Context: an optimization exercise on an open-source flow, tuned for small area. The choices shown serve that exercise and are no tape-out recipe. Only simulation tests tie the RTL to the original design; equivalence was not proved. Power is estimated from default activity; no workload was simulated.

===== design/flow/design.v =====
`timescale 1ns / 1ps
module ram_aoi222 (input a1, a2, b1, b2, c1, c2, output y);
assign y = ~((a1 & a2) | (b1 & b2) | (c1 & c2));
endmodule
module ram_rdbit (input [127:0] sel, input [127:0] d, output y);
wire [42:0] t;
genvar k;
generate
for (k = 0; k < 42; k = k + 1) begin : g
    ram_aoi222 u (.a1(sel[3*k]), .a2(d[3*k]), .b1(sel[3*k+1]), .b2(d[3*k+1]), .c1(sel[3*k+2]), .c2(d[3*k+2]), .y(t[k]));
end
endgenerate
assign t[42] = ~((sel[126] & d[126]) | (sel[127] & d[127]));
assign y = ~&t;
endmodule
module ram_nor2 (input a, b, output y);
assign y = ~(a | b);
endmodule
module ram_nand2 (input a, b, output y);
assign y = ~(a & b);
endmodule
module ram_cell (input clk, input en, input enn, input d, output reg q);
always @(posedge clk) q <= (q | en) & (d | enn);
endmodule
module RAM (
    input clk,
    input rst,
    input rd,
    input wr,
    input is_bit_addr,
    input in_bit_data,
    input [7:0] in_data,
    input [7:0] addr,
    output reg out_bit_data,
    output reg [7:0] out_data
);
wire [6:0] baddr = is_bit_addr ? {3'b010, addr[6:3]} : addr[6:0];
wire wen = wr && !rd && !addr[7];
wire [15:0] hi = {16{rst}} | (16'd1 << baddr[6:3]);
wire [7:0] lo = {8{rst}} | (8'd1 << baddr[2:0]);
wire [15:0] hin = ~hi;
wire [7:0] lon = ~lo;
wire [127:0] sel, seln, rsel;
wire [1023:0] q;
wire [7:0] rbyte;
wire [7:0] bsel = 8'd1 << addr[2:0];
wire [7:0] wbyte = is_bit_addr ? ((rbyte & ~bsel) | ({8{in_bit_data}} & bsel)) : in_data;
wire [7:0] d = rst ? 8'h04 : (wen ? wbyte : rbyte);
genvar g, b;
generate
for (g = 0; g < 128; g = g + 1) begin : word
    ram_nor2 uw (.a(hin[g >> 3]), .b(lon[g & 7]), .y(sel[g]));
    ram_nand2 un (.a(hi[g >> 3]), .b(lo[g & 7]), .y(seln[g]));
    ram_nor2 ur (.a(hin[g >> 3]), .b(lon[g & 7]), .y(rsel[g]));
    for (b = 0; b < 8; b = b + 1) begin : bt
        ram_cell u (.clk(clk), .en(sel[g]), .enn(seln[g]), .d(d[b]), .q(q[g*8+b]));
    end
end
endgenerate
generate
for (b = 0; b < 8; b = b + 1) begin : rd_bit
    wire [127:0] col;
    for (g = 0; g < 128; g = g + 1) begin : c
        assign col[g] = q[g*8+b];
    end
    ram_rdbit u (.sel(rsel), .d(col), .y(rbyte[b]));
end
endgenerate
always @(posedge clk) begin
    if (rst) begin
        out_data <= 8'h00;
        out_bit_data <= 1'b0;
    end
    else if (rd && !addr[7]) begin
        if (is_bit_addr) out_bit_data <= rbyte[addr[2:0]];
        else out_data <= rbyte;
    end
end
endmodule
module CONTROLLER(
input CONTROLLER_Reset,
input CONTROLLER_Clock,
output [11:0]rom_addr,
output rom_rd,
input [7:0]rom_data,
output [7:0]P0,
output [7:0]P1,
output [7:0]P2,
output [7:0]P3,
output [7:0]SP,
output [7:0]A,
output [15:0]PC,
output [7:0]PSW,
output [1:0]Current_Phase,
output [3:0]Current_State
);
localparam ES0=4'd0, ES1=4'd1, ES2=4'd2, ES3=4'd3, ES4=4'd4, ES5=4'd5, ES6=4'd6, ES7=4'd7,
           IES4=4'd8, IES6=4'd10, CJNE1=4'd15;
reg ph2;                  
reg [3:0] st;
reg [11:0] pc;
reg [7:0] acc, sp;
reg cy, ac;
reg [7:0] opc;            
reg [11:0] pct;           
reg int_f;                
reg anu;                  
reg pcy;                  
reg rd_q, wr_q, isb_q, inb_q;
reg [7:0] ind_q, ad_q;
reg [11:0] ra_q;
reg rr_q;
reg [7:0] rom_q;
wire [7:0] od;
wire ob;
assign rom_addr = ra_q;
assign rom_rd = rr_q;
wire p0 = ph2 | (st != 4'd0);
wire p1 = ph2 | (st >= 4'd2);
wire p2 = ph2 | (st >= 4'd3);
wire p3 = ph2 | (st >= 4'd4);
assign P0 = {8{p0}};
assign P1 = {8{p1}};
assign P2 = {8{p2}};
assign P3 = {8{p3}};
assign SP = sp;
assign A = acc;
assign PC = {4'h0, pc};
assign PSW = {cy, ac, 6'b000000};
assign Current_Phase = {ph2, 1'b0};
assign Current_State = st;
RAM CONTROLLER2 (
    .clk(CONTROLLER_Clock),
    .rst(CONTROLLER_Reset),
    .rd(rd_q),
    .wr(wr_q),
    .is_bit_addr(isb_q),
    .in_bit_data(inb_q),
    .in_data(ind_q),
    .addr(ad_q),
    .out_bit_data(ob),
    .out_data(od)
);
always @(posedge CONTROLLER_Clock) begin
    if (CONTROLLER_Reset) rom_q <= 8'h00;
    else if (rr_q) rom_q <= rom_data;
end
function c1;
input [7:0] o;
c1 = o == 8'h02 || o == 8'h12;
endfunction
function c2;
input [7:0] o;
c2 = o[3:0] == 4'h1;
endfunction
function c3;
input [7:0] o;
c3 = o == 8'h20 || o == 8'h10;
endfunction
function c4;
input [7:0] o;
c4 = o[3] && (o[7:4] == 4'h2 || o[7:4] == 4'h3 || o[7:4] == 4'h0 || o[7:4] == 4'h9 || o[7:4] == 4'h1 || o[7:4] == 4'hE);
endfunction
function c5;
input [7:0] o;
c5 = o == 8'h54 || o == 8'h24 || o == 8'h34 || o == 8'h94 || o == 8'h44 || o == 8'h64 || o == 8'h74;
endfunction
function c6;
input [7:0] o;
c6 = o[3:1] == 3'b011 && (o[7:4] == 4'h2 || o[7:4] == 4'h3 || o[7:4] == 4'hE || o[7:4] == 4'h0 || o[7:4] == 4'h9);
endfunction
function c7;
input [7:0] o;
c7 = o == 8'h25 || o == 8'h35 || o == 8'h55 || o == 8'h52 || o == 8'h95 || o == 8'h45 || o == 8'h42 || o == 8'h65 || o == 8'h62 || o == 8'hE5 || o == 8'hF5 || o == 8'hC0;
endfunction
function c8;
input [7:0] o;
c8 = o[7:3] == 5'b01111;
endfunction
function c9;
input [7:0] o;
c9 = o[7:3] == 5'b10101;
endfunction
function c10;
input [7:0] o;
c10 = o[7:3] == 5'b11111;
endfunction
function c11;
input [7:0] o;
c11 = o[7:3] == 5'b10001;
endfunction
function c12;
input [7:0] o;
c12 = o[3] && (o[7:4] == 4'h4 || o[7:4] == 4'h5 || o[7:4] == 4'h6 || o[7:4] == 4'hC);
endfunction
function c13;
input [7:0] o;
c13 = o[3:1] == 3'b011 && (o[7:4] == 4'h4 || o[7:4] == 4'h5 || o[7:4] == 4'h6);
endfunction
function c14;
input [7:0] o;
c14 = o == 8'h82 || o == 8'hB0 || o == 8'hC2 || o == 8'h72 || o == 8'hA0 || o == 8'hA2 || o == 8'h92;
endfunction
function c15;
input [7:0] o;
c15 = o == 8'hE4 || o == 8'hF4;
endfunction
function c16;
input [7:0] o;
c16 = o == 8'hC3 || o == 8'hB3;
endfunction
function c17;
input [7:0] o;
c17 = o == 8'h00;
endfunction
function c18;
input [7:0] o;
c18 = o[7:1] == 7'b1000011;
endfunction
function c19;
input [7:0] o;
c19 = o[7:1] == 7'b1010011;
endfunction
function c20;
input [7:0] o;
c20 = o[7:1] == 7'b1111011;
endfunction
function c21;
input [7:0] o;
c21 = o[7:3] == 5'b10111 || o[7:1] == 7'b1011011 || o[7:3] == 5'b11011 || o == 8'hB5 || o == 8'hB4 || o == 8'hD5;
endfunction
function c28;
input [7:0] o;
c28 = o == 8'h30 || o == 8'h40 || o == 8'h50 || o == 8'h70 || o == 8'h60 || o == 8'h80;
endfunction
function c34;
input [7:0] o;
c34 = o == 8'h23 || o == 8'h03 || o == 8'h33 || o == 8'h13;
endfunction
function c36;
input [7:0] o;
c36 = o == 8'h93;
endfunction
wire k1 = c1(opc);
wire k2 = c2(opc);
wire k3 = c3(opc);
wire k4 = c4(opc);
wire k5 = c5(opc);
wire k6 = c6(opc);
wire k7 = c7(opc);
wire k8 = c8(opc);
wire k9 = c9(opc);
wire k10 = c10(opc);
wire k11 = c11(opc);
wire k12 = c12(opc);
wire k13 = c13(opc);
wire k14 = c14(opc);
wire k15 = c15(opc);
wire k16 = c16(opc);
wire k17 = c17(opc);
wire k18 = c18(opc);
wire k19 = c19(opc);
wire k20 = c20(opc);
wire k21 = c21(opc);
wire k28 = c28(opc);
wire k34 = c34(opc);
wire k36 = c36(opc);
wire o_ann = (k3) || (k8) || (k9) || (k11) || (k18) || (k20);
wire o_rn = (k7) || (k9) || (k14) || (k19);
wire o_s3two = !((k4) || (k6) || (k12) || (k13));
wire o_call = (k1) || (k2);
wire o_danu = (opc == 8'h52) || (opc == 8'h42) || (opc == 8'hF5) || (opc == 8'h62);
wire o_push = (opc == 8'hC0);
wire o_dec_r = (opc[7:3] == 5'b00011);
wire o_adeinit = (opc == 8'hE5) || (opc[7:3] == 5'b11101);
reg [11:0] pc_off;
always @(*) begin
    case (st)
        ES0: pc_off = 12'd0;
        ES2: pc_off = 12'd1;
        ES3: pc_off = o_s3two ? 12'd2 : 12'd1;
        ES4: pc_off = 12'd2;
        default: pc_off = {{5{opc[7]}}, opc[6:0]};  
    endcase
end
wire [11:0] pc_sum = pc + pc_off;
wire s_es4 = (st == ES4);                  
wire s_cj = !s_es4 & k21;                  
wire s_pc2 = !s_es4 & o_ann;               
wire s_gen = !s_es4 & !k21 & !o_ann;       
wire e_add_od = (opc[7:3] == 5'b00101) | (opc[7:1] == 7'b0010011) | (opc == 8'h25) | (opc == 8'hE5) |
                (opc[7:3] == 5'b11101) | (opc[7:3] == 5'b00111) | (opc[7:1] == 7'b0011011) | (opc == 8'h35) |
                (opc[7:1] == 7'b0000011);
wire e_sub_od = (opc[7:3] == 5'b10011) | (opc[7:1] == 7'b1001011) | (opc == 8'h95);
wire e_or_od  = (opc[7:3] == 5'b01001) | (opc[7:1] == 7'b0100011) | (opc == 8'h45) | (opc == 8'h42);
wire e_and_od = (opc[7:3] == 5'b01011) | (opc[7:1] == 7'b0101011);
wire e_xor_od = (opc[7:3] == 5'b01101) | (opc[7:1] == 7'b0110011) | (opc == 8'h65) | (opc == 8'h62);
wire e_add_rom = (opc == 8'h24) | (opc == 8'h74) | (opc == 8'h34);
wire e_sub_rom = (opc == 8'h94);
wire e_and_rom = (opc == 8'h54);
wire e_or_rom  = (opc == 8'h44);
wire e_xor_rom = (opc == 8'h64) | (opc == 8'h52);
wire e_inc_r = (opc[7:3] == 5'b00001);
wire e_dec_r = (opc[7:3] == 5'b00011);
wire e_or_0 = (opc == 8'hF5);
wire e_f1 = (opc[7:3] == 5'b11001) | (opc[7:1] == 7'b1110011);    
wire e_f2 = (opc == 8'h55);                                       
wire j_x_od = (opc[7:3] == 5'b10111) | (opc[7:3] == 5'b11011) | (opc == 8'hD5);
wire j_y_1  = (opc[7:3] == 5'b11011) | (opc == 8'hD5);
wire j_y_od = (opc == 8'hB5);
wire x_od  = (s_gen & (e_add_od | e_sub_od | e_or_od | e_and_od | e_xor_od)) | (s_cj & j_x_od);
wire x_acc = s_cj & !j_x_od;
wire x_rom = s_gen & (e_add_rom | e_sub_rom | e_and_rom | e_or_rom | e_xor_rom);
wire x_sp  = s_gen & o_push;
wire x_pc  = s_es4;
wire x_1   = s_gen & (e_inc_r | e_dec_r | e_f1);
wire x_2   = (s_gen & e_f2) | s_pc2;
wire [7:0] ax = ({8{x_od}} & od) | ({8{x_acc}} & acc) | ({8{x_rom}} & rom_q) | ({8{x_sp}} & sp) |
                ({8{x_pc}} & pc[7:0]) | {6'b0, x_2, x_1};
wire g_y_od  = o_dec_r;
wire g_y_0   = !o_dec_r & o_adeinit;
wire g_y_1   = !o_dec_r & !o_adeinit & anu;
wire g_y_acc = !o_dec_r & !o_adeinit & !anu;
wire y_od  = (s_gen & g_y_od) | (s_cj & j_y_od);
wire y_acc = s_gen & g_y_acc;
wire y_pc  = s_pc2;
wire y_1   = (s_gen & g_y_1) | (s_cj & j_y_1) | (s_es4 & (opc == 8'h12));    
wire y_2   = s_es4;                                                       
wire [7:0] ay = ({8{y_od}} & od) | ({8{y_acc}} & acc) | ({8{y_pc}} & pc[7:0]) | {6'b0, y_2, y_1};
wire acin = s_cj ? pcy : (s_gen & !(e_f1 | e_f2) & cy);
wire op_add = s_gen & (e_add_od | e_add_rom | e_inc_r | o_push);
wire op_sub = s_cj | (s_gen & (e_sub_od | e_sub_rom | e_dec_r));
wire op_and = s_gen & (e_and_od | e_and_rom);
wire op_xor = s_gen & (e_xor_od | e_xor_rom);
wire op_or  = s_gen & (e_or_od | e_or_rom | e_or_0);
wire op_nf  = s_es4 | s_pc2 | (s_gen & (e_f1 | e_f2));
wire [2:0] aop = op_add ? 3'd1 : op_sub ? 3'd2 : op_and ? 3'd3 : op_xor ? 3'd4 : op_or ? 3'd5 : op_nf ? 3'd6 : 3'd0;
reg [7:0] dres;
reg dcy, dax;
wire a_sub = (aop == 3'd2);
wire [7:0] ty = a_sub ? ~ay : ay;
wire c0 = a_sub ^ acin;
wire [4:0] lo5 = ax[3:0] + ty[3:0] + c0;
wire [4:0] hi5 = ax[7:4] + ty[7:4] + lo5[4];
wire [7:0] sum = {hi5[3:0], lo5[3:0]};
always @(*) begin
    dres = 8'h00; dcy = 1'b0; dax = 1'b0;
    case (aop)
        3'd1: begin dres = sum; dcy = hi5[4]; dax = lo5[4]; end
        3'd6: dres = sum;
        3'd2: begin
            dres = sum;
            dcy = (hi5[4] | (acin & (&sum))) & (ay != 8'h00);
            dax = (lo5[4] | (acin & (&sum[3:0]))) & (ay[3:0] != 4'h0);
        end
        3'd3: dres = ax & ay;
        3'd4: dres = ax ^ ay;
        3'd5: dres = ax | ay;
        default: ;
    endcase
end
wire t_es0 = ph2 & (st == ES0);
wire t_es2 = ph2 & (st == ES2);
wire t_es3 = ph2 & (st == ES3);
wire t_ies4 = ph2 & (st == IES4);
wire t_es4 = ph2 & (st == ES4);
wire t_es5 = ph2 & (st == ES5);
wire t_es6 = ph2 & (st == ES6);
wire t_cj1 = ph2 & (st == CJNE1);
wire o_calls = (opc == 8'h12) | (k2 & opc[4]);       
wire o_inci = (opc[7:1] == 7'b0000011);
wire o_c0fam = (opc[7:3] == 5'b11000);
wire [7:0] sp1 = sp + 8'h01;
wire [7:0] opc3 = {5'b0, opc[2:0]};
wire [7:0] ad2 = k3 ? 8'h03 : (opc[3] ? {5'b0, opc[2:0]} : {7'b0, opc[0]});
wire e5a = t_es5 & anu;
wire e5n = t_es5 & !anu & o_ann;
wire e5d = t_es5 & !anu & !o_ann & o_danu;
wire e5r = t_es5 & !anu & !o_ann & !o_danu & !o_call;    
wire a_es2 = t_es2;
wire a_rom = (t_ies4 & o_rn) | e5d;
wire a_od = t_ies4 & !o_rn;
wire a_ind = t_es4 & k19;           
wire a_sp1 = t_es4 & o_calls;
wire a_dres = e5a & o_push;
wire a_opc = (e5a & !o_push & !o_inci) | e5n;
wire a_hold = !(a_es2 | a_rom | a_od | a_ind | a_sp1 | a_dres | a_opc);    
wire [7:0] ad_n = ({8{a_es2}} & ad2) | ({8{a_rom}} & rom_q) | ({8{a_od}} & od) | ({8{a_ind}} & ind_q) |
                  ({8{a_sp1}} & sp1) | ({8{a_dres}} & dres) | ({8{a_opc}} & opc3) | ({8{a_hold}} & ad_q);
wire i_acc = t_es2 | (t_ies4 & k20);
wire i_od = (t_ies4 & !k20) | (t_es4 & k19) | (e5a & o_c0fam) | (e5n & o_rn);
wire i_dres = (t_es4 & o_calls) | (e5a & !o_c0fam) | e5d;
wire i_rom = e5n & !o_rn;
wire i_hold = !(i_acc | i_od | i_dres | i_rom);
wire [7:0] ind_n = ({8{i_acc}} & acc) | ({8{i_od}} & od) | ({8{i_dres}} & dres) | ({8{i_rom}} & rom_q) |
                   ({8{i_hold}} & ind_q);
wire s_7 = !ph2 & (st == 4'd4);
wire s_sp1 = t_es4 & o_calls;
wire s_dres = e5a & o_push;
wire s_hold = !(s_7 | s_sp1 | s_dres);
wire [7:0] sp_n = {5'b0, {3{s_7}}} | ({8{s_sp1}} & sp1) | ({8{s_dres}} & dres) | ({8{s_hold}} & sp);
wire p_sum = t_es2 | t_es3 | t_cj1;
wire p_rom = t_es4 & o_call;
wire p_hold = !(p_sum | p_rom);
wire [11:0] pct_n = ({12{p_sum}} & pc_sum) | ({12{p_rom}} & {4'h0, rom_q}) | ({12{p_hold}} & pct);
wire c_pct = (t_es4 & k19) | (t_es6 & !o_call);
wire c_jmp = t_es6 & o_call;
wire c_hold = !(c_pct | c_jmp);
wire [11:0] pc_n = ({12{c_pct}} & pct) | ({12{c_jmp}} & {(k2 ? {pc[11], opc[7:5]} : rom_q[3:0]), pct[7:0]}) |
                   ({12{c_hold}} & pc);
wire r_sum = t_es0 | t_es2 | (t_es4 & k1);
wire [11:0] ra_n = r_sum ? pc_sum : ra_q;
wire e4_clr = (opc[7:3] == 5'b00101) | (opc[7:1] == 7'b0010011) | (opc == 8'h25) | (opc == 8'hE5) |
              (opc[7:3] == 5'b11101) | (opc == 8'h24) | (opc == 8'h74) |
              (opc[7:3] == 5'b00001) | (opc[7:3] == 5'b00011) | o_inci;    
wire e4_xch = (opc[7:3] == 5'b11001);
wire u_zero = t_es2 & k15;
wire u_od = t_es4 & e4_xch;
wire u_hold = !(u_zero | u_od | e5r);
wire [7:0] acc_n = ({8{u_od}} & od) | ({8{e5r}} & dres) | ({8{u_hold}} & acc);
reg cy4;         
always @(*) begin
    cy4 = cy;
    if (e4_clr) cy4 = 1'b0;
    else if (opc == 8'h82) cy4 = cy ^ ob;
    else if (opc == 8'h72) cy4 = cy | ob;
    else if (opc == 8'hA2) cy4 = ob;
    else if (opc == 8'hA0) cy4 = cy | ~ob;
    else if (opc == 8'hB0) cy4 = cy ^ ~ob;
end
wire cy_n = (t_es2 & k16) ? opc[5] : t_es4 ? cy4 : e5r ? dcy : cy;
wire ac_n = e5r ? dax : ac;
wire pcy_n = (t_es2 & (opc == 8'h33 || opc == 8'h13)) ? cy : t_es4 ? cy4 : pcy;
wire t_es1 = ph2 & (st == ES1);
wire [7:0] opc_n = t_es1 ? rom_data : opc;
wire t_ies6 = ph2 & (st == IES6);
wire t_es7 = ph2 & (st == ES7);
wire t_cs0 = !ph2;
wire i4_w = (opc == 8'hC2) | (opc == 8'h92) | k20;      
wire e4_bit = (opc == 8'h82) | (opc == 8'h72) | (opc == 8'hA2) | (opc == 8'hA0) | (opc == 8'hB0);
wire d_es3 = k3 | k4 | k12 | k5 | k8 | k9 | k6 | k13 | k20 | k7 | k14 | k11 | k18 | k19;
wire d_es6 = k10 | k15 | k16 | k17 | k34;
wire d_jmp = (opc == 8'h30 && !ob) || (opc == 8'h40 && cy) || (opc == 8'h50 && !cy) ||
             (opc == 8'h70 && acc != 8'h00) || (opc == 8'h60 && acc == 8'h00) || opc == 8'h80;
wire d_rd = k3 | k4 | k12 | k6 | k13 | k20 | k11 | k18 | k19;
wire d_rr = k1 | k2 | k3 | k5 | k8 | k9 | k7 | k14 | k11 | k18 | k19;
reg [3:0] st_n;
reg ph2_n;
always @(*) begin
    ph2_n = ph2;
    st_n = st;
    if (!ph2) begin
        if (st == 4'd5) begin st_n = ES0; ph2_n = 1'b1; end
        else st_n = st + 4'd1;
    end
    else case (st)
        ES0: st_n = ES1;
        ES1: st_n = ES2;
        ES2: st_n = (k1 | k2) ? IES6 : d_es3 ? ES3 : d_es6 ? ES6 : k21 ? ES5 : k28 ? (d_jmp ? CJNE1 : ES6) :
                    k36 ? ES2 : ES0;
        ES3: st_n = int_f ? IES4 : o_ann ? (o_rn ? IES4 : ES5) : ES4;
        IES4: st_n = i4_w ? ES6 : IES6;
        IES6: st_n = o_ann ? ES5 : ES4;
        ES4: st_n = k19 ? ES7 : e4_bit ? ES6 : ES5;
        ES5, CJNE1: st_n = ES6;
        ES6: st_n = ES7;
        ES7: st_n = ES0;
        default: ;
    endcase
end
wire rd_set = (t_es2 & d_rd) | (t_ies4 & !i4_w);
wire rd_clr = (t_ies4 & i4_w) | (t_es4 & !(o_call | k19)) | e5n | t_es7;
wire rd_n = rd_set | (rd_q & !rd_clr);
wire wr_set = (t_es2 & k10) | (t_ies4 & i4_w) | (t_es4 & (k19 | o_calls)) | e5a | e5n | e5d;
wire wr_n = wr_set | (wr_q & !t_es7);
wire isb_n = (t_es2 & k3) | (t_ies4 & k14) | (isb_q & !t_es7);
wire inb_n = (t_ies4 & ((opc == 8'hC2) | (opc == 8'h92))) ? ((opc == 8'h92) & cy) : inb_q;
wire rr_set = t_es0 | t_es1 | (t_es2 & d_rr) | (t_es4 & k1);
wire rr_clr = (t_es2 & !d_rr) | (t_es4 & !k1 & !k19) | e5n | t_es7;
wire rr_n = rr_set | (rr_q & !rr_clr);
wire int_n = (t_es2 & (k6 | k13 | k20 | k7 | k14 | k18 | k19)) |
             (int_f & !(t_es2 & (k4 | k12 | k5 | k8 | k9 | k11)));
wire e4_anu1 = o_push | (opc[7:3] == 5'b00001) | (opc[7:3] == 5'b00011) | o_inci | e4_xch;
wire e4_anuk = k19 | k1 | k2 | e4_bit | (opc == 8'h55) | (opc[7:1] == 7'b1110011);
wire anu_n = t_es4 ? (e4_anu1 | (e4_anuk & anu)) : anu;
always @(posedge CONTROLLER_Clock) begin
    if (CONTROLLER_Reset) begin
        ph2 <= 1'b0; st <= 4'd0; pc <= 12'h000; acc <= 8'h00; sp <= 8'h00; cy <= 1'b0; ac <= 1'b0;
        opc <= 8'h00; pct <= 12'h000; int_f <= 1'b0; anu <= 1'b0; pcy <= 1'b0;
        rd_q <= 1'b0; wr_q <= 1'b0; isb_q <= 1'b0; inb_q <= 1'b0; ind_q <= 8'h00; ad_q <= 8'h00;
        ra_q <= 12'h000; rr_q <= 1'b0;
    end
    else begin
        ph2 <= ph2_n; st <= st_n; pc <= pc_n; acc <= acc_n; sp <= sp_n; cy <= cy_n; ac <= ac_n;
        opc <= opc_n; pct <= pct_n; int_f <= int_n; anu <= anu_n; pcy <= pcy_n;
        rd_q <= rd_n; wr_q <= wr_n; isb_q <= isb_n; inb_q <= inb_n; ind_q <= ind_n; ad_q <= ad_n;
        ra_q <= ra_n; rr_q <= rr_n;
    end
end
endmodule

===== design/flow/flow/run.sh =====
#!/bin/bash
# The standard layout flow (standard.sh, unchanged synthesis), with two settings changed:
#  - the port buffers that global placement inserts are sky130_fd_sc_hd__buf_1
#    (every input and output port still gets its own buffer);
#  - clock tree synthesis clusters at most 10 sinks within 40 um per clkbuf_4 leaf
#    buffer, and inserts no dummy loads.
set -o pipefail
export BUFFER_PORTS_ARGS="-buffer_cell sky130_fd_sc_hd__buf_1"
export CTS_ARGS="-sink_clustering_enable -repair_clock_nets -sink_clustering_size 10 -sink_clustering_max_diameter 40 -buf_list sky130_fd_sc_hd__clkbuf_4 -dont_use_dummy_load"
bash standard.sh > standard_flow.log 2>&1
status=$?
tail -20 standard_flow.log
exit $status

===== design/flow/standard.sh =====
#!/bin/bash
# synth_recipe.tcl (not shown) runs the flow's synth.tcl, then flattens the netlist and writes it again
# the make line also repeats each setting of config.mk as NAME=value (left out here)
make -C /OpenROAD-flow-scripts/flow DESIGN_CONFIG=/design/flow/config.mk WORK_HOME=/design/flow/orfs CLKGATE_MAP_FILE= SYNTH_SCRIPT=/design/flow/synth_recipe.tcl "${@:-finish}"

===== design/flow/config.mk =====
export PLATFORM = sky130hd
export DESIGN_NAME = CONTROLLER
export DESIGN_NICKNAME = CONTROLLER
export VERILOG_FILES = /design/flow/design.v
export SDC_FILE = /design/flow/constraint.sdc
export NUM_CORES = 4
export LEC_CHECK = 0
export CAP_MARGIN = 20
export CORE_MARGIN = 2
export CORE_UTILIZATION = 70
export PLACE_DENSITY = 0.8
export SLEW_MARGIN = 20
export SYNTH_HIERARCHICAL = 1

===== design/flow/constraint.sdc =====
create_clock -name core_clock -period 20.0 [get_ports {CONTROLLER_Clock}]
set_input_delay 4.0000 -clock core_clock [delete_from_list [all_inputs] [get_ports {CONTROLLER_Clock}]]
set_output_delay 4.0000 -clock core_clock [all_outputs]
set_load 0.01 [all_outputs]

==> metrics.csv, run 1 <==
metric;value;unit
run_status;complete, no violations;
worst_setup_path_end_kind;flip-flop;
route.final.wire_length;142.5;mm
floorplan.die.height;257.2;microns
floorplan.die.width;257.2;microns
pin_count;101;
post_cts_setup_buffers;0;
worst_path_max_delay_cell;nor4_1;
final-max-slew-violation-count;0;
grt_antenna_before_repair;2;
cts_htree_levels;4;
cap_violations;0;
grt_pass1_vias;37560;
routedLengthMet1;54.92;mm
timing.fmax;110.9;MHz
synth_top_cells_by_area;dfxtp_1 (51%), o22a_1 (20%), a222oi_1 (7.8%);
mostFrequentLayoutCell;dfxtp_1;
number_of_antenna_violating_nets_in_the_routed_design;0;
post_synth.cell_area_avg;10.60;sq um
syn_to_final_growth;5.441;%
fp.coreArea;0.06320;sq mm
commonest_cells_after_routing_fill_and_taps_aside;dfxtp_1 (1132), o22a_1 (1024), nor2_1 (372);
worst_setup_path_start_kind;primary input;
met3_wirelength;17.81;mm
synthesis.instances;4232;
worstPathCellList;clkbuf_4, buf_4, a21o_1, inv_1, buf_4, nor2_1, a222oi_1, nand4_1, nor4_1, nand4_1, mux2i_1, a21oi_1, a211o_4, buf_4, o22a_1;
grt_max_degree;79;
rsz_0062_raised_after_global_routing;no;
timing.setup.tns;0;ps
synth-async-reset-ratio;0;%
cp.required;20880;ps
synth_seq_cells;1132;
area_share_of_the_leading_cell_type_in_the_synthesized_netlist;50.51;%
dr.first_iter.drc_count;6292;
clkPwrFrac;24.5;%
timing.critical_path.fanout_max;69;
synth_sequential_area_ratio;50.51;%
tritoncts;built;
final.min_clock_period;9017;ps
finalHoldViolCount;0;
dr_total_vias;40580;
dieArea;0.06613;sq mm
met2_length;61.84;mm
std_cell_rows;92;
synth_edf_count;0;
hold_path.class;flip-flop to flip-flop;
routedWlPerCell;27.11;microns
tritoncts_num_sinks;1132;
tightestPinTransition;1157;ps
path_common_cell;buf_4;
intPower;0.003087;W
setup_violations;0;
fin_nets;4458;
crit_type;primary input to flip-flop;
synth.distinct_cells;96;
ys_dominant_reg_cell;dfxtp_1;
postLayoutCellArea;0.04730;sq mm
powerDensity;90.25;mW/mm^2
sequential_power_share;61.9;%
drt-pass1-iter-count;10;
dp_hpwl;94.96;mm
cts_hold_buffers;0;
top_signal_layer_used;met5;
io_buffer_count;89;
synth_top_cell_by_area;dfxtp_1;
finalHoldWorstSlack;453.4;ps
post_drt_via_cell_ratio;7.721;
starting_utilization_of_the_core_area;70.99;%
longest_clk_path_bufs;3;
proportion_of_layout_cells_with_a_drive_suffix_above_1;6.129;%
worst-endpoint-arrival;9900;ps
part_of_the_cycle_the_worst_path_needs;45.09;%
placed_standard_cell_area;0.04621;sq mm
ys.warnings.count;9;
p_leak;17.08;nW
ctsRootBufferMaster;clkbuf_4;
switching_share;27.70;%
post-route-drc-count;0;
cpPeakStageDelay;690;ps
post_cts.resized_instances;0;
timing.critical_path.buf_inv;5;
total_global_routing_overflow;0;
rel_slew_slack;22.67;%
grtUsageTotal;41.57;%
synthesis.area;0.04486;sq mm
clk_latency;1100;ps
grt_first_pass_wirelength;218.3;mm
place.gp.congestion;1.045;
power_frac_comb;13.6;%
clkSlewWorstSetupHoldPaths;100;ps
cts_made_buffers;144;
skew;142.6;ps
power_switching;0.001182;W
critical_path.top_delay_family;buffers and inverters;
vdd_ir_drop_max;0.07208;mV
## registers in the layout, summed over array words and instances, names as in the netlist, 12 cells and up
register	flops
CONTROLLER2.word.bt.u.q	1024
pc	12
pct	12
ra_q	12
## path summary, 6_finish.rpt
kind	startpoint	end	slack [ps]	cells past startpoint
max	CONTROLLER_Reset	CONTROLLER2.word[41].bt[2].u.q	10980	15
min	pct[3]	pc[3]	450	2
min reg2reg	pct[3]	pc[3]	450	2
max reg2reg	opc[6]	cy	13070	22
## per-module statistics from Yosys (local to each module, per instance)
module      flops+latches  times used  area (sq um)  cells
RAM                     9           1          1220    181
CONTROLLER             99           1          8589   1155
ram_cell                1        1024         28.78      2
ram_rdbit               0           8         97.59     16
ram_nand2               0         128         3.754      1
ram_aoi222              0         336         10.01      1
ram_nor2                0         256         3.754      1
## cell families after synthesis
logic type / count (synthesis) / synth area share, %
flip-flops: 1132 / 50.51
AND/OR/NAND/NOR: 990 / 10.07
buffers and inverters: 192 / 2.181
XOR/XNOR: 30 / 0.5857
multiplexers: 36 / 0.8172
other: 1 / 0.008359
AO/OA/AOI/OAI: 1810 / 34.59
adder cells (fa/ha/maj): 41 / 1.227
## power by group through the flow
stage / Combinational [W] / Clock (W) / Sequential, W
after floorplan: 0.000434 / 0 / 0.00264
final: 0.000579 / 0.00105 / 0.00264
after global placement: 0.000542 / 0 / 0.00268
after CTS: 0.000563 / 0.00105 / 0.00264
after global routing: 0.000613 / 0.00113 / 0.00266
after detailed placement: 0.000562 / 0 / 0.00269
## worst min-delay path: cells and delay by family (launching register included)
kind | cells | cell delay [ps]
AND/OR/NAND/NOR | 1 | 60
flip-flops | 1 | 320
AO/OA/AOI/OAI | 1 | 60
## through the flow
| stage | cells | total power, W | setup WS, ps | util [%] |
|---|---|---|---|---|
| 5_1_grt | 5256 | 0.004412 | 10950 | 74.85 |
| 2_1_floorplan | 4242 | 0.003072 | 9187 | - |
| 6_report | 5256 | 0.004269 | 10980 | 74.85 |
| 3_5_place_dp | 5107 | 0.003249 | 10240 | 73.12 |
| 3_3_place_gp | 5107 | 0.003223 | 10360 | 73.12 |
| 4_1_cts | 5251 | 0.004248 | 11290 | 74.83 |
## synth_stat cells (all sizes together) (40+ instances only)
| cell | instances |
|---|---|
| nand4 | 95 |
| clkbuf | 55 |
| o22a | 1024 |
| dfxtp | 1132 |
| a222oi | 351 |
| nand2 | 310 |
| a22oi | 40 |
| a21oi | 115 |
| nor2 | 375 |
| buf | 80 |
| o21ai | 72 |
| inv | 55 |
## routing by layer
| layer | up-vias | track usage (%) |
|---|---|---|
| li1 | 17710 | - |
| met1 | 19540 | 55.57 |
| met2 | 2790 | 62.70 |
| met3 | 542 | 9.752 |
| met4 | 2 | 22.00 |
| met5 | - | 0 |
## area by class of cell
| class | count | area, sq um |
|---|---|---|
| Tap cell | 846 | 1059 |
| Multi-Input combinational cell | 2918 | 21450 |
| Clock buffer | 144 | 1081 |
| Sequential cell | 1132 | 22660 |
| Inverter | 57 | 214.0 |
| Fill cell | 4627 | 15890 |
| Timing Repair Buffer | 154 | 829.5 |
| Antenna cell | 5 | 12.51 |
==> inputs of run 2 (changes only) <==
==> design/flow/flow/run.sh (replaced) <==
#!/bin/bash
# The standard layout flow (standard.sh, unchanged synthesis), with two settings changed:
#  - the port buffers that global placement inserts are sky130_fd_sc_hd__buf_1
#    (every input and output port still gets its own buffer);
#  - clock tree synthesis clusters at most 8 sinks within 30 um per clkbuf_4 leaf
#    buffer, and inserts no dummy loads.
set -o pipefail
export BUFFER_PORTS_ARGS="-buffer_cell sky130_fd_sc_hd__buf_1"
export CTS_ARGS="-sink_clustering_enable -repair_clock_nets -sink_clustering_size 8 -sink_clustering_max_diameter 30 -buf_list sky130_fd_sc_hd__clkbuf_4 -dont_use_dummy_load"
bash standard.sh > standard_flow.log 2>&1
status=$?
tail -20 standard_flow.log
exit $status
==> metrics.csv, run 2 <==
metric;value;unit
starting_utilization_of_the_core_area;70.99;%
n_fill_cell;4554;
synth_seq_cells;1132;
final-max-slew-violation-count;0;
synth_area_in_xor_xnor;0.5857;%
grtUsageTotal;41.67;%
post_cts.resized_instances;0;
synthTopCellsByCount;dfxtp_1 (1132), o22a_1 (1024), nor2_1 (372);
worstPathCellList;clkbuf_4, buf_4, a21o_1, inv_1, buf_4, nor2_1, a222oi_1, nand4_1, nor4_1, nand4_1, mux2i_1, a21oi_1, a211o_4, buf_4, o22a_1;
dieArea;0.06613;sq mm
post_drt_via_cell_ratio;7.705;
io_buffer_count;89;
cts_htree_levels;4;
dp_hpwl;94.96;mm
grt_pass1_vias;37890;
part_of_the_cycle_the_worst_path_needs;44.94;%
layout.core_utilization;75.36;%
worst_slack;11010;ps
longest_clk_path_bufs;3;
clk_latency;1130;ps
synthesis.area;0.04486;sq mm
run_status;complete, no violations;
synth_top_cells_by_area;dfxtp_1 (51%), o22a_1 (20%), a222oi_1 (7.8%);
intPower;0.003181;W
floorplan.die.width;257.2;microns
tightestPinTransition;1180;ps
floorplan.die.height;257.2;microns
post_cts_setup_buffers;0;
proportion_of_layout_cells_with_a_drive_suffix_above_1;7.037;%
std_cell_rows;92;
timing.setup.tns;0;ps
vdd_ir_drop_max;0.07467;mV
tritoncts_num_sinks;1132;
skew;156.4;ps
seqCellArea;0.02266;sq mm
cap_violations;0;
met2_usage;62.80;%
synth.distinct_cells;96;
clkPwrFrac;26.7;%
mostFrequentLayoutCell;dfxtp_1;
worst-endpoint-arrival;9880;ps
commonest_cells_after_routing_fill_and_taps_aside;dfxtp_1 (1132), o22a_1 (1024), nor2_1 (372);
timing.fmax;111.3;MHz
synth.area.mux_share;0.8172;%
grt_first_pass_wirelength;219.0;mm
fin_nets;4501;
multi_input_gate_area_in_the_final_layout;0.02145;sq mm
cp.required;20900;ps
power_switching;0.001209;W
area_share_of_the_leading_cell_type_in_the_synthesized_netlist;50.51;%
grt_max_degree;79;
fp.coreArea;0.06320;sq mm
total_global_routing_overflow;0;
largest_register_ff_count;1024;
synth_compound_area_share;34.59;%
use_met3;9.604;%
syn_to_final_growth;6.161;%
clkSlewWorstSetupHoldPaths;80;ps
switching_share;27.54;%
power_frac_comb;13.2;%
number_of_antenna_violating_nets_in_the_routed_design;0;
timing.critical_path.fanout_max;69;
tritoncts;built;
ys.warnings.count;9;
finalHoldViolCount;0;
fraction_of_the_mapped_netlist_area_in_simple_logic_gates;10.07;%
dpl_worst_slack;10240;ps
synthesis.instances;4232;
routedWlPerCell;26.89;microns
ctsRootBufferMaster;clkbuf_4;
hold_path.class;flip-flop to flip-flop;
synth_fa_ha_area_share;1.227;%
grt_antenna_before_repair;2;
dr_total_vias;40830;
global_route.peak_usage_layer;met2;
worst_path_max_delay_cell;nor4_1;
cts_hold_buffers;0;
post_synth.cell_area_avg;10.60;sq um
path_common_cell;buf_4;
drt-pass1-iter-count;10;
route.final.wire_length;142.5;mm
rel_slew_slack;20.58;%
dr.first_iter.drc_count;6270;
synth_edf_count;0;
rsz_0062_raised_after_global_routing;no;
setup_violations;0;
post-route-drc-count;0;
worst_setup_path_end_kind;flip-flop;
final.min_clock_period;8988;ps
place.gp.congestion;1.045;
grt_use_met1;55.65;%
yosysMostFrequentCell;dfxtp_1;
ys_dominant_reg_cell;dfxtp_1;
synth_top_cell_by_area;dfxtp_1;
powerDensity;92.19;mW/mm^2
postLayoutCellArea;0.04763;sq mm
placed_standard_cell_area;0.04621;sq mm
cpPeakStageDelay;690;ps
crit_type;primary input to flip-flop;
synth-async-reset-ratio;0;%
p_leak;17.28;nW
pin_count;101;
cts_made_buffers;187;
synth_top_family_by_area;compound AO/OA/AOI/OAI gates;
worst_setup_path_start_kind;primary input;
largest-register;CONTROLLER2.word.bt.u.q;
sequential_power_share;60.2;%
synth_sequential_area_ratio;50.51;%
==> run 2: power by group through the flow <==
| stage | sequential [W] | clock, W | combinational, W |
|---|---|---|---|
| 2_1_floorplan | 0.00264 | 0 | 0.000434 |
| 3_3_place_gp | 0.00268 | 0 | 0.000542 |
| 3_5_place_dp | 0.00269 | 0 | 0.000562 |
| 4_1_cts | 0.00264 | 0.00117 | 0.000563 |
| 5_1_grt | 0.00266 | 0.00126 | 0.000613 |
| 6_report | 0.00264 | 0.00117 | 0.000578 |
==> run 2: final timing paths <==
kind | start | to | slack, ps | depth (start not counted)
max | CONTROLLER_Reset | CONTROLLER2.word[41].bt[2].u.q | 11010 | 15
min | pct[1] | pc[1] | 440 | 2
max reg2reg | opc[4] | cy | 13040 | 22
min reg2reg | pct[1] | pc[1] | 440 | 2
==> run 2: metal layers <==
metal  wire length [microns]  up-vias
li1                        -    17800
met4                    8010        2
met3                   17520      576
met1                   55350    19640
met5                      25        -
met2                   61600     2818
==> run 2: per-module statistics from Yosys (local to each module, per instance) <==
module | cells inside | copies in the design
ram_cell | 2 | 1024
CONTROLLER | 1155 | 1
ram_nand2 | 1 | 128
ram_nor2 | 1 | 256
ram_aoi222 | 1 | 336
ram_rdbit | 16 | 8
RAM | 181 | 1
==> run 2: cells by family after synthesis <==
group,after synthesis
fa+ha+maj,41
mux,36
compound gates,1810
flops,1132
xor+xnor,30
simple gates,990
other cells,1
buf+inv,192
==> run 2: cell type report <==
| class | instances | share of cell area (%) |
|---|---|---|
| flip-flops and latches | 1132 | 47.58 |
| multi-input cells | 2918 | 45.03 |
| clock buffers | 187 | 2.948 |
| well taps | 846 | 2.223 |
| repair buffers | 154 | 1.742 |
| inverters | 57 | 0.4492 |
| diodes | 5 | 0.02627 |
==> run 2: metrics by stage <==
stage,hold slack [ps],total power [W],std cells
2_1_floorplan,427.2,0.003072,4242
3_3_place_gp,441.9,0.003223,5107
3_5_place_dp,449.5,0.003249,5107
4_1_cts,428.9,0.004368,5294
5_1_grt,468.7,0.004540,5299
6_report,436.4,0.004391,5299
==> run 2: critical path: cells and delay by family <==
family	cells	cell delay, ps
AOI/OAI and AO/OA	5	1770
buffers and inverters	5	2160
muxes	1	240
and+or+nand+nor	4	1580
==> inputs of run 3 (changes only) <==
--- a/design/flow/design.v
+++ b/design/flow/design.v
@@ -24,2 +24,15 @@
 endmodule
+module ram_oai22 (input a1, a2, b1, b2, output y);
+assign y = ~((a1 | a2) & (b1 | b2));
+endmodule
+module ram_rdbitn (input [127:0] seln, input [127:0] d, output y);
+wire [63:0] t;
+genvar k;
+generate
+for (k = 0; k < 64; k = k + 1) begin : g
+    ram_oai22 u (.a1(seln[2*k]), .a2(d[2*k]), .b1(seln[2*k+1]), .b2(d[2*k+1]), .y(t[k]));
+end
+endgenerate
+assign y = ~|t;
+endmodule
 module RAM (
@@ -42,3 +55,3 @@
 wire [7:0] lon = ~lo;
-wire [127:0] sel, seln, rsel;
+wire [127:0] sel, seln;
 wire [1023:0] q;
@@ -53,3 +66,2 @@
     ram_nand2 un (.a(hi[g >> 3]), .b(lo[g & 7]), .y(seln[g]));
-    ram_nor2 ur (.a(hin[g >> 3]), .b(lon[g & 7]), .y(rsel[g]));
     for (b = 0; b < 8; b = b + 1) begin : bt
@@ -65,3 +77,7 @@
     end
-    ram_rdbit u (.sel(rsel), .d(col), .y(rbyte[b]));
+    if (b < 4) begin : pos
+        ram_rdbit u (.sel(sel), .d(col), .y(rbyte[b]));
+    end else begin : neg
+        ram_rdbitn u (.seln(seln), .d(col), .y(rbyte[b]));
+    end
 end
==> metrics.csv, run 3 <==
metric;value;unit
run_status;complete, no violations;
timing.fmax;102.4;MHz
timing.setup.tns;0;ps
timing.critical_path.fanout_max;86;
fin_nets;4468;
synth_edf_count;0;
cts_htree_levels;4;
final-max-slew-violation-count;0;
p_leak;17.68;nW
pwr_total;0.004290;W
finalHoldViolCount;0;
clk_latency;1100;ps
timing.critical_path.buf_inv;5;
post_cts.resized_instances;0;
worst_setup_path_startpoint;CONTROLLER_Reset;
setup_violations;0;
ys.warnings.count;9;
number_of_antenna_violating_nets_in_the_routed_design;0;
part_of_the_cycle_the_worst_path_needs;48.84;%
longest_clk_path_bufs;3;
place.gp.congestion;1.046;
worst-path-stages;14;
vdd_ir_drop_max;0.06981;mV
synthTopCellsByCount;dfxtp_1 (1132), o22a_1 (1026), o22ai_1 (267);
use_met3;10.62;%
area_share_of_the_leading_cell_type_in_the_synthesized_netlist;51.14;%
mostFrequentLayoutCell;dfxtp_1;
post_drt_via_cell_ratio;7.540;
grtUsageTotal;41.45;%
global_route.peak_usage_layer;met2;
synth_sequential_area_ratio;51.14;%
synth-async-reset-ratio;0;%
starting_utilization_of_the_core_area;70.50;%
worst_path_max_delay_cell;buf_4;
proportion_of_layout_cells_with_a_drive_suffix_above_1;7.293;%
grt_antenna_before_repair;5;
dieArea;0.06533;sq mm
route.final.wire_length;140.3;mm
cap_violations;0;
io_buffer_count;89;
syn_to_final_growth;6.441;%
synth_seq_cells;1132;
cts_hold_buffers;0;
post_synth.cell_area_avg;10.58;sq um
worstReg2RegStart;ad_q[3];
regToRegSetupSlack;12860;ps
setup.worst_path.end;CONTROLLER2.word[8].bt[7].u.q;
rel_slew_slack;17.37;%
fp.coreArea;0.06285;sq mm
synth_top_cells_by_area;dfxtp_1 (51%), o22a_1 (20%), a222oi_1 (4.3%);
ctsRootBufferMaster;clkbuf_4;
regToRegEndpoint;CONTROLLER2.word[8].bt[7].u.q;
synthesis.area;0.04431;sq mm
dp_hpwl;92.91;mm
numPlacedInstances;5077;
tightestPinTransition;1228;ps
worstPathCellList;clkbuf_4, buf_4, a31oi_1, inv_1, nand2_1, o22ai_1, nor4_1, nand4_1, nor4_2, o21ai_0, a21oi_4, buf_4, buf_4, o22a_1;
dr.first_iter.drc_count;5799;
post-route-drc-count;0;
pin_count;101;
post_cts_setup_buffers;0;
skew;128.7;ps
worst-endpoint-arrival;10730;ps
critical_path.top_delay_family;buffers and inverters;
met2_usage;60.70;%
synth.distinct_cells;94;
grt_pass1_vias;36240;
drt-pass1-iter-count;10;
tritoncts;built;
path_common_cell;buf_4;
clkSlewWorstSetupHoldPaths;90;ps
floorplan.die.height;255.6;microns
final.min_clock_period;9768;ps
synthesis.instances;4187;
rsz_0062_raised_after_global_routing;no;
depth_of_the_worst_register_to_register_path;14;
cp.required;20960;ps
layout.core_utilization;75.05;%
largest_register_ff_count;1024;
hold_path.class;flip-flop to flip-flop;
std_cell_rows;92;
grt_use_met1;56.59;%
synth_top_cell_by_area;dfxtp_1;
worst_setup_path_start_kind;primary input;
dr_total_vias;39700;
yosysMostFrequentCell;dfxtp_1;
ys_dominant_reg_cell;dfxtp_1;
finalHoldWorstSlack;437.0;ps
grt_max_degree;87;
largest-register;CONTROLLER2.word.bt.u.q;
crit_type;primary input to flip-flop;
tritoncts_num_sinks;1132;
commonest_cells_after_routing_fill_and_taps_aside;dfxtp_1 (1132), o22a_1 (1026), o22ai_1 (267);
worst_setup_path_end_kind;flip-flop;
grt_first_pass_wirelength;214.0;mm
floorplan.die.width;255.6;microns
finalNonFillerCells;5265;
total_global_routing_overflow;0;
cts_made_buffers;184;
powerDensity;90.96;mW/mm^2
routedWlPerCell;26.64;microns
cpPeakStageDelay;920;ps
[run 3: modules after synthesis (local to each module, per instance)]
module / cells / cell area (sq um) / flops+latches / times used
ram_cell: 2 / 28.78 / 1 / 1024
ram_oai22: 1 / 6.256 / 0 / 256
ram_nand2: 1 / 3.754 / 0 / 128
RAM: 181 / 1220 / 9 / 1
ram_rdbitn: 21 / 143.9 / 0 / 4
ram_rdbit: 16 / 97.59 / 0 / 4
CONTROLLER: 1130 / 8414 / 99 / 1
ram_nor2: 1 / 3.754 / 0 / 128
ram_aoi222: 1 / 10.01 / 0 / 168
[run 3: metal layers]
layer / vias up / wire length, microns
li1: 17570 / -
met1: 19250 / 55440
met2: 2383 / 59700
met3: 492 / 17400
met4: 6 / 7677
met5: - / 43
[run 3: cells by family after synthesis]
| group | after synthesis | share of synthesized area (%) |
|---|---|---|
| simple gates | 860 | 9.578 |
| compound gates | 1883 | 34.36 |
| flops | 1132 | 51.14 |
| mux | 38 | 0.8753 |
| fa+ha+maj | 42 | 1.265 |
| other cells | 1 | 0.008463 |
| buf+inv | 201 | 2.183 |
| xor+xnor | 30 | 0.5929 |
[run 3: report_power, final]
| part | internal (W) | switching [W] | leakage (nW) |
|---|---|---|---|
| sequential | 0.00248 | 0.000119 | 9.45 |
| clock | 0.000419 | 0.000743 | 0.847 |
| combinational | 0.000238 | 0.000293 | 7.38 |
[run 3: worst min-delay path by stage]
stage	from	to	slack, ps	cells after the start
6_report	pct[2]	pc[2]	440	2
5_1_grt	pct[2]	pc[2]	460	2
4_1_cts	pct[2]	pc[2]	440	2
3_5_place_dp	pct[3]	pct[3]	450	2
3_3_place_gp	pct[6]	pc[6]	440	2
2_1_floorplan	pct[5]	pc[5]	440	2
[run 3: through the flow]
stage	area (sq um)	worst slack (ps)
6_report	47170	10230
5_1_grt	47160	10150
4_1_cts	47140	10560
3_5_place_dp	45760	9503
3_3_place_gp	45760	9472
2_1_floorplan	44350	9015
[run 3: area by class of cell]
type                       instances  area [sq um]
antenna                            4         10.01
clock buffer                     184          1381
fill                            4701         15680
inverter                          63         236.5
multi-input combinational       2864         20860
sequential                      1132         22660
tap                              846          1059
timing repair buffer             172         960.9
[run 3: tightest hold or removal path, cell delays in order, from the launching register on]
cell,delay [ps]
dfxtp_1,310
nand2_1,50
a21oi_1,50

static timing again, ports no longer ideal:
Ports are ideal in the flow. The routed layouts listed here were re-timed in OpenROAD. Step 1, drivers: a clkbuf_16 drives CONTROLLER_Clock and a buf_2 each remaining input, both assumed. Step 2 also shifts input and output timing later by t, the mid clock arrival at the registers, as if the neighbouring blocks saw the same clock. a / b / c = ideal ports / drivers / drivers and shift; a / b = the first two.
run	shift t [ns]	setup slack, ns	worst setup path after step 2	slew at the worst register clock pin (ns)
run 1	1.084	10.983 / 11.027 / 9.943	input to register	0.11 / 0.11
run 2	1.114	11.012 / 11.056 / 9.942	input to register	0.10 / 0.10
run 3	1.107	10.232 / 10.275 / 9.168	input to register	0.09 / 0.09
After both steps setup and hold are still met in every run listed. The setup slack of run 2, which loses most, moves by +0.044 ns with the drivers and by -1.070 ns with both steps.
